What follows belongs to an exercise in optimizing a design on an open flow for small area and a short achievable clock period; a production flow would make more cautious choices.
The RTL was checked by simulation tests, not by an equivalence proof against the original design.
Power is estimated from default activity; no workload was simulated.

==> flow/design.v (outline; a module is shown in full before it is edited, if it fits) <==
// module fa: 10 lines
// module sel16: 9 lines
// module sel1: 9 lines
// module og1: 7 lines
// module ha: 9 lines
// module sel1s: 10 lines
// module FIR: 7417 lines
module FIR (
	input  wire        rst_n,
	input  wire        CLK,
	input  wire [15:0] sample_in,
	input  wire        En_FIR,
	output wire [31:0] sample_out
);
  // ...
==> flow/flow/run.sh <==
#!/bin/bash
# Own flow: the standard layout (standard.sh, unchanged synthesis), with
# timing repair aimed below the achieved period instead of the 24 ns clock,
# port buffers of a plain buffer cell, and a clock tree with larger sink
# clusters.  Each tool's output goes to its own log in this folder.
set -euo pipefail
export SETUP_SLACK_MARGIN=14.05
export BUFFER_PORTS_ARGS="-buffer_cell sky130_fd_sc_hd__buf_1"
export CTS_ARGS="-sink_clustering_enable -repair_clock_nets -buf_list sky130_fd_sc_hd__clkbuf_4 -sink_clustering_size 10 -sink_clustering_max_diameter 35 -dont_use_dummy_load"
bash standard.sh synth      > synth.log 2>&1
bash standard.sh floorplan  > floorplan.log 2>&1
bash standard.sh place      > place.log 2>&1
bash standard.sh cts        > cts.log 2>&1
bash standard.sh route      > route.log 2>&1
bash standard.sh finish     > finish.log 2>&1
==> flow/standard.sh <==
#!/bin/bash
# synth_recipe.tcl (not shown) runs the flow's synth.tcl, then flattens the netlist and writes it again
# the make line also repeats each setting of config.mk as NAME=value (left out here)
make -C /OpenROAD-flow-scripts/flow DESIGN_CONFIG=/design/flow/config.mk WORK_HOME=/design/flow/orfs CLKGATE_MAP_FILE= SYNTH_SCRIPT=/design/flow/synth_recipe.tcl "${@:-finish}"
==> flow/config.mk <==
export PLATFORM = sky130hd
export DESIGN_NAME = FIR
export DESIGN_NICKNAME = FIR
export VERILOG_FILES = /design/flow/design.v
export SDC_FILE = /design/flow/constraint.sdc
export NUM_CORES = 8
export LEC_CHECK = 0
export CAP_MARGIN = 20
export CORE_MARGIN = 2
export CORE_UTILIZATION = 55
export PLACE_DENSITY = 0.7
export SLEW_MARGIN = 20
export SYNTH_HIERARCHICAL = 1
==> flow/constraint.sdc <==
create_clock -name core_clock -period 24.0 [get_ports {CLK}]
set_input_delay 4.8000 -clock core_clock [delete_from_list [all_inputs] [get_ports {CLK}]]
set_output_delay 4.8000 -clock core_clock [all_outputs]
set_load 0.01 [all_outputs]
==> reports/results.ini, run 1 <==
[outcome]
outcome = timing/DRC/antenna clean

[power]
leakage_nw = 35.8
pwr-share-comb_pct = 40.5
p_int_mw = 3.15
netSwitchingPower_mw = 1.70
power-per-cell-area_nw_per_um2 = 62.2

[synth]
ys_seq_area_share_pct = 30.7
async_reset_ff_share_pct = 0.0892
synth_top_cell_by_area = fa_1
yosysTopAreaCellShare_pct = 49.1
synth_area_leaders = fa_1 49%, dfxtp_1 31%, a22o_1 13%
ys.flop_type = dfxtp_1
synth.cells.most_frequent = 1,794 x fa_1, 1,120 x dfxtp_1, 1,112 x a22o_1

[cells_and_area]
final_cell_mix = 1,721 x fa_1, 1,119 x dfxtp_1, 1,112 x a22o_1
multi_input_area_um2 = 49800
largestRegisters = qa: 32 flops, qb: 32 flops
clkbuf_count = 177
final-seq-area_um2 = 22400
final_nets = 7072

[floorplan]
coreArea_um2 = 132000
pin_count = 51
start_util_pct = 55.5
die_area_um2 = 136000

[clock_network]
cts.htree.levels = 4
clock_sinks = 1121
cts_inserted_buffers = 177
ctsResizeCount = 39
clkTransAtPathRegs_ps = 70
insertion_delay_ps = 1260

[timing]
drv_slew = 0
holdWs_ps = 401
period_minus_slack_ps = 10030
fmax_mhz = 99.7
slew_headroom_pct = 17.4
worst_pin_slew_ps = 1240

[global_route]
grt_pass1_vias = 47000
grt_pass1_wl_um = 360000

[setup_path]
cp.depth = 3
path_max_fanout = 6
endpoint = sample_out[5]

[run]
cap_violations = 0

[worst_hold_path]
hold_path.class = reg2reg
holdPathStages = 1

[place]
post-place-ws_ps = 13280

[drt]
wl_met1_um = 93000

==> inputs of run 2 (changes only) <==
--- a/flow/flow/run.sh
+++ b/flow/flow/run.sh
@@ -5,7 +5,7 @@
 # clusters.  Each tool's output goes to its own log in this folder.
 set -euo pipefail
 export SETUP_SLACK_MARGIN=14.05
-export BUFFER_PORTS_ARGS="-buffer_cell sky130_fd_sc_hd__buf_1"
+export BUFFER_PORTS_ARGS="-buffer_cell sky130_fd_sc_hd__buf_4"
 export CTS_ARGS="-sink_clustering_enable -repair_clock_nets -buf_list sky130_fd_sc_hd__clkbuf_4 -sink_clustering_size 10 -sink_clustering_max_diameter 35 -dont_use_dummy_load"
 bash standard.sh synth      > synth.log 2>&1
 bash standard.sh floorplan  > floorplan.log 2>&1
==> reports/results.ini, run 2 <==
[outcome]
outcome = timing/DRC/antenna clean

[worst_hold_path]
min_to = x53[3]$_DFF_P_
holdPathStages = 1  ; unchanged
min_from = x52[3]$_DFF_P_
hold_path.class = reg2reg

[drt]
drtPass1Iterations = 5
via_per_inst = 6.45
routed_wl_um = 263000
drcViolationCount = 0
antenna_left = 0
num_vias = 43900
wl_per_cell_um = 38.6
drtIter0Drc = 4603

[synth]
synth_edf_count = 0
synth_top_cell_by_area = fa_1
yosysTopAreaCellShare_pct = 49.1  ; unchanged
async_reset_ff_share_pct = 0.0892  ; unchanged
ys.flop_type = dfxtp_1
ys_seq_area_share_pct = 30.7  ; unchanged
synth_area_leaders = fa_1 49%, dfxtp_1 31%, a22o_1 13%
synth.cells.most_frequent = 1,794 x fa_1, 1,120 x dfxtp_1, 1,112 x a22o_1
yosysMostFrequentCell = fa_1
synth_area_per_cell_um2 = 15.4
synth-seq-cells = 1121
ys_warn_count = 7
synthesis.area_um2 = 73200
syn-instance-count = 4757
synth_cell_types = 41

[floorplan]
coreArea_um2 = 132000  ; unchanged
die_h_um = 369
pin_count = 51  ; unchanged
die_area_um2 = 136000  ; unchanged
start_util_pct = 55.5  ; unchanged
die_x_um = 369
floorplan.rows = 133

[setup_path]
critPathRequiredTime_ps = 19200
path_cells = buf_16, and2_4, buf_6
critPathSlowestCell = and2_4
worst-r2r-cell-count = 20
cp_slowest_stage_delay_ps = 140
path_max_fanout = 7  ; +1
cp_data_arrival_time_ps = 5190
end_kind = output pin
worstReg2RegStart = x7[12]$_DFF_P_
crit_type = in2out
timing.rr.end = qa[20]$_DFF_P_
cp_num_buf_inv = 2
critPathTopFamily = buffers and inverters
reg2reg_slack_ps = 14120
crit_path_start_kind = primary input

[place]
port_buffers = 50
dpl.hpwl_um = 227000
place.gp.congestion = 1.08

[run]
cap_violations = 0  ; unchanged

[global_route]
gr-total-overflow = 0
grt_max_degree = 244
grt_pass1_wl_um = 364000  ; +1.1%
grt_pass1_vias = 47100  ; +0.23%
grt_use_total_pct = 39.7
antenna_found_initial = 6

[cells_and_area]
final_cell_mix = 1,745 x fa_1, 1,116 x dfxtp_1, 1,112 x a22o_1
final_nets = 7063  ; -0.13%
mostFrequentLayoutCell = fa_1
largestRegisters = qa: 32 flops, qb: 32 flops
drive_above_1_share_pct = 7.39
area_delta_synth_final_pct = 6.63
utilization_pct = 59.2
fill_cells = 10400

[timing]
drv_slew = 0  ; unchanged
slew_headroom_pct = 25.6  ; +8.2 points
period_minus_slack_ps = 9990  ; -33.4 ps
fin_crit_sh_pct = 41.6
hold_viol = 0
fmax_mhz = 100  ; +0.33%
tns_ps = 0
setup_violations = 0
worst_pin_slew_ps = 1120  ; -122 ps
rsz0062_at_grt = true
skew_ps = 160

[clock_network]
cts_root_buffer = clkbuf_4
cts_tree = done
cts_hold_buf = 0
clkTransAtPathRegs_ps = 90  ; +20 ps
cts.htree.levels = 4  ; unchanged
cts_inserted_buffers = 177  ; unchanged
cts.path.max_buffers = 3
clock_sinks = 1121  ; unchanged
insertion_delay_ps = 1220  ; -40 ps

[power]
power_mw = 4.86
power-per-cell-area_nw_per_um2 = 62.2  ; about the same
leakage_nw = 35.9  ; +0.32%
irDropWorstVdd_mv = 0.141

[run 2: what timing repair did]
action,in CTS,in global routing
gates resized for setup,79,56
cloned,6,0
endpoints found under the setup margin,35,39
buffers inserted,3,6
pin swaps,31,16
[run 2: report_power, final]
part | internal (mW) | switching [mW] | total [mW]
Sequential | 1.90 | 0.0253 | 1.92
Clock | 0.336 | 0.627 | 0.962
Combinational | 0.925 | 1.04 | 1.97
[run 2: kinds of logic after synthesis]
logic type	after synthesis	synth area share, %
adder cells (fa/ha/maj)	2008	52.7
AND/OR/NAND/NOR	116	0.852
AO/OA/AOI/OAI	1156	13.8
flip-flops	1121	30.7
other	2	0.0103
XOR/XNOR	15	0.180
buffers and inverters	339	1.74
[run 2: Yosys stat by module (local to each module, per instance)]
module / flops+latches / cells / copies in the design / cell area (µm²)
fa: 0 / 1 / 1794 / 20.0
og1: 0 / 1 / 32 / 6.26
sel1: 0 / 1 / 1112 / 8.76
FIR: 1121 / 1620 / 1 / 24800
sel1s: 0 / 1 / 8 / 10.0
ha: 0 / 1 / 191 / 12.5
[run 2: metal layers]
metal  track usage (%)  wire length (µm)  vias to the layer above
met3              8.33             18600                      797
met5                 0                15                        -
met1              47.8             93800                    23800
met4              33.3             28200                        2
li1                  -                 -                    17200
met2              61.8            122000                     2095
[run 2: worst max-delay path by stage]
stage / slack (ps) / cells past startpoint / from / to
2_1_floorplan: 6500 / 2 / En_FIR / qa[18]$_DFF_P_
3_3_place_gp: 13680 / 3 / En_FIR / sample_out[0]
3_5_place_dp: 13640 / 3 / En_FIR / sample_out[0]
4_1_cts: 13990 / 3 / En_FIR / sample_out[0]
5_1_grt: 13990 / 15 / x0[7]$_DFF_P_ / sample_out[31]
6_report: 14010 / 3 / En_FIR / sample_out[23]
[run 2: worst reg2reg max path, cell delays in order, from the launching register on]
cell and delay (ps):
dfxtp_1 340, ha_1 220, fa_1 380, fa_1 810, fa_1 540, fa_1 410
fa_1 430, fa_1 520, fa_1 580, fa_1 480, fa_1 490, fa_1 520
fa_1 540, fa_1 440, fa_1 580, fa_1 450, fa_1 430, fa_1 420
fa_1 410, fa_1 440, a221o_1 310
[run 2: stage by stage]
| stage | hold WS [ps] | area [µm²] | std cells | setup WS [ps] |
|---|---|---|---|---|
| finish | 420 | 78000 | 6801 | 14010 |
| global route | 432 | 78000 | 6799 | 13990 |
| CTS | 415 | 77800 | 6783 | 13990 |
| detailed placement | 456 | 76000 | 6597 | 13640 |
| global placement | 452 | 76000 | 6597 | 13680 |
| floorplan | 439 | 73200 | 4763 | 6500 |
[run 2: cell type report]
| cell class | count | area [µm²] | area share, % |
|---|---|---|---|
| Multi-Input combinational cell | 3303 | 49700 | 63.7 |
| Sequential cell | 1121 | 22500 | 28.8 |
| Tap cell | 1755 | 2200 | 2.81 |
| Clock buffer | 177 | 1330 | 1.70 |
| Inverter | 337 | 1270 | 1.63 |
| Timing Repair Buffer | 96 | 1030 | 1.32 |
| Antenna cell | 12 | 30.0 | 0.0385 |
==> inputs of run 3 (changes only) <==
--- a/flow/config.mk
+++ b/flow/config.mk
@@ -5,9 +5,9 @@
 export SDC_FILE = /design/flow/constraint.sdc
 export NUM_CORES = 8
 export LEC_CHECK = 0
-export CAP_MARGIN = 20
+export CAP_MARGIN = 0
 export CORE_MARGIN = 2
 export CORE_UTILIZATION = 55
 export PLACE_DENSITY = 0.7
-export SLEW_MARGIN = 20
+export SLEW_MARGIN = 0
 export SYNTH_HIERARCHICAL = 1
==> reports/results.ini, run 3 <==
[clock_network]
cts.path.max_buffers = 3  ; unchanged
cts_hold_buf = 0  ; unchanged
cts_tree = done
clock_sinks = 1121  ; unchanged
insertion_delay_ps = 1230  ; about the same
cts_root_buffer = clkbuf_4
cts.htree.levels = 4  ; unchanged
clkTransAtPathRegs_ps = 100  ; about the same
cts_inserted_buffers = 177  ; unchanged

[global_route]
antenna_found_initial = 6  ; unchanged
grt_pass1_wl_um = 364000  ; unchanged
grt_pass1_vias = 47100  ; unchanged
grt_max_degree = 244  ; unchanged
gr-total-overflow = 0  ; unchanged
grt_use_total_pct = 39.7  ; unchanged

[setup_path]
timing.rr.end = qa[20]$_DFF_P_
worst-r2r-cell-count = 20  ; unchanged
cp_data_arrival_time_ps = 5190  ; about the same
end_kind = output pin
crit_type = in2out
worstReg2RegStart = x7[12]$_DFF_P_
startpoint = En_FIR
endpoint = sample_out[0]
critPathRequiredTime_ps = 19200  ; about the same
path_max_fanout = 7  ; unchanged
crit_path_start_kind = primary input
reg2reg_slack_ps = 14110  ; about the same

[drt]
wl_per_cell_um = 38.6  ; about the same
top_layer = met4
num_vias = 44200  ; +0.60%
routed_wl_um = 263000  ; about the same
met2RoutedLength_um = 123000  ; +0.48%
via_per_inst = 6.49  ; +0.57%
antenna_left = 0  ; unchanged
wl_met3_um = 18400  ; -0.98%
drcViolationCount = 0  ; unchanged
wl_met1_um = 94000  ; +0.22%
drtIter0Drc = 4668  ; +1.4%
drtPass1Iterations = 5  ; unchanged

[timing]
hold_viol = 0  ; unchanged
worst_pin_slew_ps = 1190  ; +76.2 ps
fmax_mhz = 100  ; about the same
setup_violations = 0  ; unchanged
skew_ps = 157  ; -2.97 ps
period_minus_slack_ps = 9990  ; +0.100 ps
fin_crit_sh_pct = 41.6  ; about the same
holdWs_ps = 425  ; +5.08 ps
slew_headroom_pct = 20.5  ; -5.1 points
rsz0062_at_grt = true
drv_slew = 0  ; unchanged
tns_ps = 0  ; unchanged

[synth]
yosysMostFrequentCell = fa_1
syn-instance-count = 4757  ; unchanged
synth_edf_count = 0  ; unchanged
async_reset_ff_share_pct = 0.0892  ; unchanged
ys_warn_count = 7  ; unchanged
synth_area_per_cell_um2 = 15.4  ; unchanged
synth_cell_types = 41  ; unchanged
synth_area_leaders = fa_1 49%, dfxtp_1 31%, a22o_1 13%
ys_seq_area_share_pct = 30.7  ; unchanged
synth.cells.most_frequent = 1,794 x fa_1, 1,120 x dfxtp_1, 1,112 x a22o_1
synth_top_cell_by_area = fa_1
ys.flop_type = dfxtp_1
synth-seq-cells = 1121  ; unchanged
yosysTopAreaCellShare_pct = 49.1  ; unchanged
synthesis.area_um2 = 73200  ; unchanged

[cells_and_area]
largestRegisters = qa: 32 flops, qb: 32 flops
final_nets = 7063  ; unchanged
final_cell_mix = 1,745 x fa_1, 1,116 x dfxtp_1, 1,112 x a22o_1
area_delta_synth_final_pct = 6.62  ; about the same
mostFrequentLayoutCell = fa_1
utilization_pct = 59.2  ; about the same
fill_cells = 10400  ; unchanged
drive_above_1_share_pct = 7.39  ; unchanged
fin_cells = 6803  ; +0.029%

[floorplan]
floorplan.rows = 133  ; unchanged
die_h_um = 369  ; unchanged
coreArea_um2 = 132000  ; unchanged
die_area_um2 = 136000  ; unchanged
start_util_pct = 55.5  ; unchanged
pin_count = 51  ; unchanged
die_x_um = 369  ; unchanged

[power]
seqPwrFrac_pct = 39.6  ; about the same
swShare_pct = 34.9  ; about the same
leakage_nw = 35.9  ; about the same
netSwitchingPower_mw = 1.70  ; -0.11%
p_int_mw = 3.16  ; about the same
clkPwrFrac_pct = 19.8  ; about the same
power-per-cell-area_nw_per_um2 = 62.2  ; about the same
pwr-share-comb_pct = 40.6  ; about the same
irDropWorstVdd_mv = 0.140  ; -0.52%

[place]
dpl.hpwl_um = 227000  ; unchanged
port_buffers = 50  ; unchanged
place.gp.congestion = 1.08  ; unchanged
post-place-cells = 6597  ; unchanged

[worst_hold_path]
hold_path.class = reg2reg

[run]
cap_violations = 0  ; unchanged

[outcome]
outcome = timing/DRC/antenna clean

-- run 3: cell counts after synthesis --
Identical to the previous run, type by type.
-- run 3: Yosys stat by module (local to each module, per instance) --
module | copies in the design | flip-flops and latches
FIR | 1 | 1121
ha | 191 | 0
sel1 | 1112 | 0
og1 | 32 | 0
sel1s | 8 | 0
fa | 1794 | 0
-- run 3: layout make-up --
class | instances | area, µm² | area share [%]
timing repair buffer | 96 | 1020 | 1.31
sequential | 1121 | 22500 | 28.8
inverter | 337 | 1270 | 1.63
clock buffer | 177 | 1330 | 1.70
tap | 1755 | 2200 | 2.81
multi-input combinational | 3303 | 49700 | 63.7
antenna | 14 | 35.0 | 0.0449
-- run 3: routing by layer --
metal / track usage (%) / up-vias
li1: - / 17200
met3: 8.33 / 796
met5: 0 / -
met1: 47.8 / 24000
met2: 61.8 / 2134
met4: 33.3 / 0
-- run 3: cells by family after synthesis --
logic type	synth area share [%]
xor+xnor	0.180
flops	30.7
fa+ha+maj	52.7
buf+inv	1.74
simple gates	0.852
compound gates	13.8
other cells	0.0103
-- run 3: power by group through the flow --
stage	combinational (mW)	clock, mW	sequential (mW)
2_1_floorplan	1.43	0	1.96
3_3_place_gp	1.92	0	1.96
3_5_place_dp	1.98	0	1.97
4_1_cts	2.03	0.987	1.92
5_1_grt	2.26	1.06	1.93
6_report	1.97	0.961	1.92
-- run 3: worst min-delay path by stage --
stage                endpoint           start  slack (ps)  depth (start not counted)
3_5_place_dp   x22[9]$_DFF_P_  x22[9]$_DFF_P_         460                          1
4_1_cts        x53[3]$_DFF_P_  x52[3]$_DFF_P_         410                          1
5_1_grt        x53[3]$_DFF_P_  x52[3]$_DFF_P_         430                          1
2_1_floorplan  qa[21]$_DFF_P_  qa[21]$_DFF_P_         440                          1
6_report       x53[3]$_DFF_P_  x52[3]$_DFF_P_         420                          1
3_3_place_gp    x2[1]$_DFF_P_   x2[1]$_DFF_P_         450                          1
-- run 3: worst max-delay path: stages --
cell and delay, ps:
buf_16 130, and2_4 140, buf_6 110
-- run 3: stage by stage --
step           power, mW  setup slack [ps]  instance area (µm²)
6_report            4.85             14010                78000
5_1_grt             5.25             13990                78000
4_1_cts             4.94             13990                77800
3_5_place_dp        3.94             13640                76000
3_3_place_gp        3.89             13680                76000
2_1_floorplan       3.38              6500                73200
-- run 3: timing repair --
action / in CTS / in global routing
buffers inserted: 3 / 6
pin swaps: 31 / 16
gates resized for setup: 79 / 56
setup endpoints to repair: 35 / 39
cloned: 6 / 0
==> inputs of run 4 (changes only) <==
==> flow/run.sh (new file) <==
#!/bin/bash
# synth_recipe.tcl (not shown) runs the flow's synth.tcl, then flattens the netlist and writes it again
# the make line also repeats each setting of config.mk as NAME=value (left out here)
make -C /OpenROAD-flow-scripts/flow DESIGN_CONFIG=/design/flow/config.mk WORK_HOME=/design/flow/orfs CLKGATE_MAP_FILE= SYNTH_SCRIPT=/design/flow/synth_recipe.tcl finish
--- a/flow/config.mk
+++ b/flow/config.mk
@@ -5,9 +5,13 @@
 export SDC_FILE = /design/flow/constraint.sdc
 export NUM_CORES = 8
 export LEC_CHECK = 0
-export CAP_MARGIN = 0
+export CAP_MARGIN = 20
 export CORE_MARGIN = 2
 export CORE_UTILIZATION = 55
+export CTS_BUF_LIST = sky130_fd_sc_hd__clkbuf_4
+export CTS_CLUSTER_DIAMETER = 35
+export CTS_CLUSTER_SIZE = 10
 export PLACE_DENSITY = 0.7
-export SLEW_MARGIN = 0
+export SETUP_SLACK_MARGIN = 5
+export SLEW_MARGIN = 20
 export SYNTH_HIERARCHICAL = 1
removed: flow/flow/run.sh
removed: flow/standard.sh
==> reports/results.ini, run 4 <==
[timing]
period_minus_slack_ps = 11030  ; +1030 ps
hold_viol = 0  ; unchanged
slew_headroom_pct = 15.0  ; -5.6 points
drv_slew = 0  ; unchanged
fmax_mhz = 90.7  ; -9.4%
setup_violations = 0  ; unchanged
worst_pin_slew_ps = 1280  ; +83.3 ps
worst_slack_ps = 12970  ; -1030 ps
holdWs_ps = 462  ; +37.0 ps
fin_crit_sh_pct = 45.9  ; +4.3 points
skew_ps = 112  ; -44.9 ps
rsz0062_at_grt = false
tns_ps = 0  ; unchanged

[place]
dpl.hpwl_um = 235000  ; +3.4%
place.gp.congestion = 1.08  ; +0.43%
post-place-ws_ps = 12960  ; -674 ps
port_buffers = 50  ; unchanged

[clock_network]
cts_hold_buf = 0  ; unchanged
cts_tree = done
clkTransAtPathRegs_ps = 100  ; about the same
cts_root_buffer = clkbuf_4
insertion_delay_ps = 1280  ; +50 ps
cts.path.max_buffers = 3  ; unchanged
ctsResizeCount = 0  ; -100%
post-cts-setup-buffers = 0  ; -3
cts_inserted_buffers = 179  ; +1.1%
cts.htree.levels = 4  ; unchanged
clock_sinks = 1121  ; unchanged

[synth]
ys_warn_count = 7  ; unchanged
synth-seq-cells = 1121  ; unchanged
yosysMostFrequentCell = fa_1
ys.flop_type = dfxtp_1
yosysTopAreaCellShare_pct = 49.1  ; unchanged
synth.cells.most_frequent = 1,794 x fa_1, 1,120 x dfxtp_1, 1,112 x a22o_1
synth_edf_count = 0  ; unchanged
syn-instance-count = 4757  ; unchanged
synth_cell_types = 41  ; unchanged
synthesis.area_um2 = 73200  ; unchanged
synth_area_per_cell_um2 = 15.4  ; unchanged
ys_seq_area_share_pct = 30.7  ; unchanged
synth_top_cell_by_area = fa_1
synth_area_leaders = fa_1 49%, dfxtp_1 31%, a22o_1 13%
async_reset_ff_share_pct = 0.0892  ; unchanged

[run]
cap_violations = 0  ; unchanged

[drt]
drtIter0Drc = 4180  ; -10%
num_vias = 44100  ; -0.048%
routed_wl_um = 270000  ; +2.6%
via_per_inst = 6.37  ; -1.8%
antenna_left = 0  ; unchanged
drcViolationCount = 0  ; unchanged
drtPass1Iterations = 5  ; unchanged
wl_per_cell_um = 39.0  ; +0.85%

[setup_path]
timing.rr.end = qa[20]$_DFF_P_
reg2reg_slack_ps = 13840  ; -270 ps
startpoint = En_FIR
crit_path_start_kind = primary input
crit_type = in2out
worst-r2r-cell-count = 22  ; +10%
cp_num_buf_inv = 2  ; unchanged
endpoint = sample_out[31]
path_cells = buf_2, and2_1, clkdlybuf4s50_1
cp_slowest_stage_delay_ps = 640  ; +500 ps
end_kind = output pin
worstReg2RegStart = x18[6]$_DFF_P_
cp_data_arrival_time_ps = 6230  ; +1040 ps
critPathSlowestCell = buf_2
path_max_fanout = 50  ; +43
cp.depth = 3  ; unchanged
critPathRequiredTime_ps = 19200  ; about the same
critPathTopFamily = buffers and inverters

[floorplan]
pin_count = 51  ; unchanged
die_area_um2 = 136000  ; unchanged
die_x_um = 369  ; unchanged
floorplan.rows = 133  ; unchanged
die_h_um = 369  ; unchanged
coreArea_um2 = 132000  ; unchanged
start_util_pct = 55.5  ; unchanged

[cells_and_area]
fill_cells = 10500  ; +0.48%
final_nets = 7049  ; -0.20%
mostFrequentLayoutCell = fa_1
largestRegisters = qa: 32 flops, qb: 32 flops
area_delta_synth_final_pct = 7.79
drive_above_1_share_pct = 6.52  ; -0.87 points
final_cell_mix = 1,794 x fa_1, 1,120 x dfxtp_1, 1,112 x a22o_1

[worst_hold_path]
min_from = x2[1]$_DFF_P_
hold_path.class = reg2reg

[global_route]
antenna_found_initial = 8  ; +2
grt_use_total_pct = 40.8  ; +1.1 points
grt_pass1_wl_um = 372000  ; +2.1%
grt_max_degree = 237  ; -2.9%
gr-total-overflow = 0  ; unchanged
grt_pass1_vias = 47100  ; +0.12%

[power]
leakage_nw = 36.4  ; +1.3%
irDropWorstVdd_mv = 0.129  ; -8.1%
power-per-cell-area_nw_per_um2 = 66.7  ; +7.2%

[outcome]
outcome = timing/DRC/antenna clean

[run 4: cell types whose count changed in the layout (fill, tap and decap cells not counted), moves of 13 or more]
cell and delta:
clkinv_1 +18, fa_1 +49, inv_6 +24, clkdlybuf4s50_1 +49, buf_4 -28, clkbuf_4 +27
clkinvlp_4 +17, and2_1 +32, bufinv_16 +13, buf_6 -32, fa_2 -49, clkinv_2 +19
and2_4 -32
[run 4: final cells by class]
class	count	area (µm²)	share of cell area, %
Clock buffer	204	1530	1.94
Multi-Input combinational cell	3303	49500	62.7
Antenna cell	11	27.5	0.0349
Timing Repair Buffer	80	778	0.987
Tap cell	1755	2200	2.78
Sequential cell	1121	22400	28.5
Inverter	337	1260	1.60
Clock inverter	112	1140	1.44
[run 4: per-layer routing]
metal  vias up  global-route usage, %  wire length, µm
met5         -                      0               34
met4         6                   32.5            27100
met3       745                   8.00            16900
met2      1921                   64.5           127000
met1     24100                   49.2            98200
li1      17300                      -                -
[run 4: power by group]
| group | switching [mW] | internal (mW) | leakage, nW |
|---|---|---|---|
| Combinational | 1.05 | 0.899 | 25.9 |
| Sequential | 0.0260 | 1.90 | 9.05 |
| Clock | 0.799 | 0.591 | 1.45 |
[run 4: stage by stage]
stage	power, mW	area [µm²]	utilization (%)	std cells
2_1_floorplan	3.38	73200	-	4763
3_3_place_gp	3.93	76100	57.8	6595
3_5_place_dp	3.97	76100	57.8	6595
4_1_cts	5.35	78800	59.8	6911
5_1_grt	5.67	78900	59.8	6920
6_report	5.26	78900	59.8	6923
[run 4: worst min-delay path by stage]
stage | end | slack [ps] | depth (start not counted)
after detailed placement | x22[15]$_DFF_P_ | 460 | 1
final | x3[1]$_DFF_P_ | 460 | 1
after CTS | x3[9]$_DFF_P_ | 450 | 1
after global routing | x3[9]$_DFF_P_ | 480 | 1
after floorplan | qa[21]$_DFF_P_ | 440 | 1
after global placement | x12[3]$_DFF_P_ | 450 | 1
[run 4: Yosys stat by module (local to each module, per instance)]
module	copies in the design	cells inside
FIR	1	1620
og1	32	1
fa	1794	1
sel1	1112	1
sel1s	8	1
ha	191	1
[run 4: logic make-up (layout without fill, tap and decap cells)]
| logic type | count (synthesis) | in the layout | share of synthesized area (%) |
|---|---|---|---|
| adder cells (fa/ha/maj) | 2008 | 2008 | 52.7 |
| buffers and inverters | 339 | 733 | 1.74 |
| XOR/XNOR | 15 | 15 | 0.180 |
| AND/OR/NAND/NOR | 116 | 116 | 0.852 |
| flip-flops | 1121 | 1121 | 30.7 |
| AO/OA/AOI/OAI | 1156 | 1156 | 13.8 |
| other | 2 | 19 | 0.0103 |
[run 4: worst reg2reg max path, delay by kind of cell (launching register included)]
family,cells,cell delay (ps)
fa+ha+maj,19,9160
flops,1,350
compound gates,1,320
buf+inv,2,180

-- separate check: timing with driven ports --
The flow's constraints put no driver on any port. The routed layouts listed below were extracted and timed again, unchanged, in two steps. Step 1 (the two cells are an assumption about what drives the block):
set clk [get_ports {CLK}]
set_driving_cell -lib_cell sky130_fd_sc_hd__clkbuf_16 $clk
set_driving_cell -lib_cell sky130_fd_sc_hd__buf_2 [delete_from_list [all_inputs] $clk]
Step 2 times the ports against the registers' clock, not the clock port: input delays grow and output delays shrink by t, the midpoint of the rising clock arrivals with the driver on. a / b / c = ideal / step 1 / step 2; a / b = the first two.
run | t, ns | setup slack, ns | worst hold slack (ns) | worst register clock-pin slew, ns | worst slew at a driven data input, ns
run 1 | 1.231 | 13.973 / 13.673 / 13.673 | 0.401 / 0.401 / 0.401 | 0.11 / 0.11 | 0.33
run 2 | 1.214 | 14.006 / 13.553 / 13.324 | 0.420 / 0.420 / 0.420 | 0.12 / 0.12 | 0.56
run 3 | 1.222 | 14.006 / 13.550 / 13.306 | 0.425 / 0.425 / 0.425 | 0.11 / 0.11 | 0.56
run 4 | 1.308 | 12.973 / 12.950 / 12.950 | 0.462 / 0.462 / 0.462 | 0.12 / 0.12 | 0.06
After both steps every run listed still meets setup and hold. The setup slack of run 3, which loses most, moves by -0.456 ns with the drivers and by -0.700 ns with both steps.
